This is an optimization exercise on Yosys and OpenROAD, whose aim is small area and a short achievable clock period, not a production implementation. Only simulation tests tie the RTL to the original design; equivalence was not proved.

## fpu
module fpu #(
    parameter DATA_WIDTH = 32,
    parameter INST_WIDTH = 1
)(
    input                   i_clk,
    input                   i_rst_n,
    input  [DATA_WIDTH-1:0] i_data_a,
    input  [DATA_WIDTH-1:0] i_data_b,
    input  [INST_WIDTH-1:0] i_inst,
    input                   i_valid,
    output [DATA_WIDTH-1:0] o_data,
    output                  o_valid
);
For scale: ~100 I/O pins, about 23,000 sq um of cells after synthesis.
==> module fpu, before the edit <==
module fpu #(
    parameter DATA_WIDTH = 32,
    parameter INST_WIDTH = 1
)(
    input                   i_clk,
    input                   i_rst_n,
    input  [DATA_WIDTH-1:0] i_data_a,
    input  [DATA_WIDTH-1:0] i_data_b,
    input  [INST_WIDTH-1:0] i_inst,
    input                   i_valid,
    output [DATA_WIDTH-1:0] o_data,
    output                  o_valid
);
    reg [DATA_WIDTH-1:0]    o_data_r;
    reg                     o_valid_r;
    assign o_data  = o_data_r;
    assign o_valid = o_valid_r;
    wire        sa = i_data_a[31];
    wire        sb = i_data_b[31];
    wire [7:0]  ea = i_data_a[30:23];
    wire [7:0]  eb = i_data_b[30:23];
    wire [23:0] fa = {1'b1, i_data_a[22:0]};
    wire [23:0] fb = {1'b1, i_data_b[22:0]};
    wire        a_gt = i_data_a[30:0] > i_data_b[30:0];
    wire [8:0]  dab  = {1'b0, ea} - {1'b0, eb};
    wire [7:0]  dba  = eb - ea;
    wire [7:0]  d    = dab[8] ? dba : dab[7:0];
    wire [7:0]  ebig = a_gt ? ea : eb;
    wire [23:0] fbig = a_gt ? fa : fb;
    wire [23:0] fsml = a_gt ? fb : fa;
    wire        sbig = a_gt ? sa : sb;
    wire        sub  = sa ^ sb;
    wire        d0   = (d == 8'd0);
    wire        dv   = (d <= 8'd24);
    wire [25:0] al   = dv ? ({fsml, 2'b00} >> d[4:0]) : 26'd0;
    wire [23:0] t    = al[25:2];
    reg  [4:0]  tza, tzb;
    integer i;
    always @(*) begin
        tza = 5'd23;
        tzb = 5'd23;
        for (i = 22; i >= 0; i = i - 1) begin
            if (fa[i]) tza = i;
            if (fb[i]) tzb = i;
        end
    end
    wire [4:0]  tz   = a_gt ? tzb : tza;
    wire        nzA  = dv & ({3'b0, tz} + 8'd1 < d);    
    wire        nzB  = dv & ({3'b0, tz} + 8'd2 < d);    
    wire        nzC  = dv & ({3'b0, tz} < d);           
    wire        rem23 = al[1] ^ (sub & nzA);
    wire        rem22 = al[0] ^ (sub & nzB);
    wire [24:0] fs;
    fpu_add #(24) u_fadd (.a(fbig), .b(t ^ {24{sub}}), .cin(sub & d0), .s(fs[23:0]), .co(fs[24]));
    wire [24:0] fsum = {fs[24] & ~sub, fs[23:0]};
    wire [24:0] v    = {fsum[23:0], rem23};
    wire [24:0] mk   = (ebig <= 8'd24) ? (25'h1000000 >> ebig[4:0]) : 25'd0;
    wire [24:0] vm   = v | mk;
    reg  [4:0]  kk;
    always @(*) begin
        kk = 5'd25;
        for (i = 0; i < 25; i = i + 1)
            if (vm[i]) kk = 24 - i;
    end
    wire        vz   = ~|v;
    wire [25:0] w    = {v, rem22};
    wire [25:0] ws   = w << kk;
    wire [23:0] af   = fsum[24] ? fsum[24:1] : ws[25:2];
    wire        ard  = fsum[24] ? fsum[0] : ws[1];
    wire        ast  = fsum[24] ? nzC : (kk == 5'd0) ? nzA : (kk == 5'd1) ? nzB : 1'b0;
    wire [7:0]  ae   = fsum[24] ? ebig + 8'd1 : vz ? 8'd0 : ebig - {3'b0, kk};
    wire [47:22] p;
    fpu_mul u_mul (.a(i_data_a[22:0]), .b(i_data_b[22:0]), .p(p));
    wire [5:0]  tzp  = {1'b0, tza} + {1'b0, tzb};
    wire        ms   = sa ^ sb;
    wire [7:0]  me   = ea + eb - 8'd127 + {7'b0, p[47]};
    wire [23:0] mf   = p[47] ? p[47:24] : p[46:23];
    wire        mrd  = p[47] ? p[23] : p[22];
    wire        mst  = p[47] ? (tzp < 6'd23) : (tzp < 6'd22);
    wire        mul  = i_inst[0];
    wire [22:0] f    = mul ? mf[22:0] : af[22:0];
    wire        rd   = mul ? mrd : ard;
    wire        st   = mul ? mst : ast;
    wire        rnd  = rd & (st | f[0]);
    wire [22:0] fr   = f + {22'b0, rnd};
    wire [31:0] res  = {mul ? ms : sbig, mul ? me : ae, fr};
    always @(posedge i_clk or negedge i_rst_n) begin
        if (~i_rst_n) begin
            o_data_r  <= 0;
            o_valid_r <= 0;
        end else begin
            if (i_valid)
                o_data_r <= res;
            o_valid_r <= i_valid;
        end
    end
endmodule
==> module fpu_add, before the edit <==
module fpu_add #(parameter N = 24, parameter L = 5) (
    input  [N-1:0] a,
    input  [N-1:0] b,
    input          cin,
    output [N-1:0] s,
    output         co
);
    wire [N:0] g [0:L];
    wire [N:0] p [0:L];
    assign g[0] = {a & b, cin};
    assign p[0] = {a ^ b, 1'b0};
    genvar lv, j;
    generate
        for (lv = 0; lv < L; lv = lv + 1) begin : lvl
            for (j = 0; j <= N; j = j + 1) begin : bt
                if ((j >> lv) & 1) begin : mrg
                    assign g[lv+1][j] = g[lv][j] | (p[lv][j] & g[lv][((j >> lv) << lv) - 1]);
                    assign p[lv+1][j] = p[lv][j] & p[lv][((j >> lv) << lv) - 1];
                end else begin : pas
                    assign g[lv+1][j] = g[lv][j];
                    assign p[lv+1][j] = p[lv][j];
                end
            end
        end
    endgenerate
    assign s  = (a ^ b) ^ g[L][N-1:0];
    assign co = g[L][N];
endmodule
==> flow/config.mk <==
export PLATFORM = sky130hd
export DESIGN_NAME = fpu
export DESIGN_NICKNAME = fpu
export VERILOG_FILES = /design/flow/design.v
export SDC_FILE = /design/flow/constraint.sdc
export NUM_CORES = 4
export LEC_CHECK = 0
export ABC_AREA = 1
export CAP_MARGIN = 20
export CORE_MARGIN = 2
export CORE_UTILIZATION = 45
export PLACE_DENSITY = 0.6
export SLEW_MARGIN = 20
export SYNTH_HIERARCHICAL = 1
==> flow/constraint.sdc <==
create_clock -name core_clock -period 70.0 [get_ports {i_clk}]
set_input_delay 14.0000 -clock core_clock [delete_from_list [all_inputs] [get_ports {i_clk}]]
set_output_delay 14.0000 -clock core_clock [all_outputs]
set_load 0.01 [all_outputs]
standard.sh (not shown) runs the stock make flow with config.mk's settings and CLKGATE_MAP_FILE= SYNTH_SCRIPT=/design/flow/synth_recipe.tcl, a recipe that flattens the netlist after the stock synthesis.
==> flow/flow/run.sh <==
#!/bin/bash
# Standard synthesis, then an inverter clean-up around the full adders
# (flow/netopt.py), then the rest of the standard layout with plain
# buffers on the ports and setup repair aimed beyond the clock period.
set -euo pipefail
R=orfs/results/${FLOW_PLATFORM}/fpu/base
LIB=${FLOW_HOME}/platforms/${FLOW_PLATFORM}/lib/sky130_fd_sc_hd__tt_025C_1v80.lib
bash standard.sh synth > synth.log 2>&1
cp $R/1_2_yosys.v 1_2_yosys_std.v
python3 flow/netopt.py "$LIB" 1_2_yosys_std.v $R/1_2_yosys.v > netopt.log 2>&1
rm -f $R/1_synth.odb $R/1_synth.sdc
export BUFFER_PORTS_ARGS="-buffer_cell sky130_fd_sc_hd__buf_2"
export SETUP_SLACK_MARGIN=${MARGIN:-46}
bash standard.sh finish > layout.log 2>&1
Other scripts of this flow, unchanged in this note and not shown: flow/flow/netopt.py
Change:
--- a/flow/design.v
+++ b/flow/design.v
@@ -51,6 +51,14 @@
     wire        rem23 = al[1] ^ (sub & nzA);
     wire        rem22 = al[0] ^ (sub & nzB);
-    wire [24:0] fs;
-    fpu_add #(24) u_fadd (.a(fbig), .b(t ^ {24{sub}}), .cin(sub & d0), .s(fs[23:0]), .co(fs[24]));
+    wire [23:0] ta   = t ^ {24{sub}};
+    wire        ci   = sub & d0;
+    wire [8:0]  fs0  = {1'b0, fbig[7:0]} + {1'b0, ta[7:0]} + {8'd0, ci};
+    wire [8:0]  fs10 = {1'b0, fbig[15:8]} + {1'b0, ta[15:8]};
+    wire [8:0]  fs11 = {1'b0, fbig[15:8]} + {1'b0, ta[15:8]} + 9'd1;
+    wire [8:0]  fs20 = {1'b0, fbig[23:16]} + {1'b0, ta[23:16]};
+    wire [8:0]  fs21 = {1'b0, fbig[23:16]} + {1'b0, ta[23:16]} + 9'd1;
+    wire [8:0]  fs1  = fs0[8] ? fs11 : fs10;
+    wire [8:0]  fs2  = fs1[8] ? fs21 : fs20;
+    wire [24:0] fs   = {fs2, fs1[7:0], fs0[7:0]};
     wire [24:0] fsum = {fs[24] & ~sub, fs[23:0]};
     wire [24:0] v    = {fsum[23:0], rem23};
@@ -96,32 +104,4 @@
     end
 endmodule
-module fpu_add #(parameter N = 24, parameter L = 5) (
-    input  [N-1:0] a,
-    input  [N-1:0] b,
-    input          cin,
-    output [N-1:0] s,
-    output         co
-);
-    wire [N:0] g [0:L];
-    wire [N:0] p [0:L];
-    assign g[0] = {a & b, cin};
-    assign p[0] = {a ^ b, 1'b0};
-    genvar lv, j;
-    generate
-        for (lv = 0; lv < L; lv = lv + 1) begin : lvl
-            for (j = 0; j <= N; j = j + 1) begin : bt
-                if ((j >> lv) & 1) begin : mrg
-                    assign g[lv+1][j] = g[lv][j] | (p[lv][j] & g[lv][((j >> lv) << lv) - 1]);
-                    assign p[lv+1][j] = p[lv][j] & p[lv][((j >> lv) << lv) - 1];
-                end else begin : pas
-                    assign g[lv+1][j] = g[lv][j];
-                    assign p[lv+1][j] = p[lv][j];
-                end
-            end
-        end
-    endgenerate
-    assign s  = (a ^ b) ^ g[L][N-1:0];
-    assign co = g[L][N];
-endmodule
 module fpu_mul(input [22:0] a, input [22:0] b, output [47:22] p);
     wire neg_0 = b[1];
After rerunning: Cell area goes up by 1.9%; global-route usage falls by 1.6 points; area after synthesis went up by 0.50%; core utilization rises by 0.80 points; count of clock-buffer cells in the layout went down by 2; maximum frequency rose by 0.31%; worst hold slack is about the same.

[static timing again, ports no longer ideal]
How much do the figures lean on ideal ports? The routed layouts below were timed once more, with nothing changed but the port constraints. Step 1: set_driving_cell puts a clkbuf_16 on i_clk and a buf_2 on each other input, an assumption about the parent block. Step 2 moves the port delays by t, midway between the first and last clock arrival at a register: inputs arrive t later, outputs are due t later. That takes back most of the time a late clock gives input paths. Slacks: no drivers / after step 1 / after step 2; pairs: no drivers / after step 1.
run | t, ns | setup slack, ns | worst setup path after step 2 | cell pins on the clock port's net
the first run | 0.302 | 46.529 / 46.535 / 46.233 | input to register | 1
the second run | 0.339 | 46.603 / 46.612 / 46.273 | input to register | 1
After both steps every run listed still meets setup and hold. For the second run, which loses most, drivers alone change the setup slack by +0.009 ns; drivers and shift together by -0.330 ns.
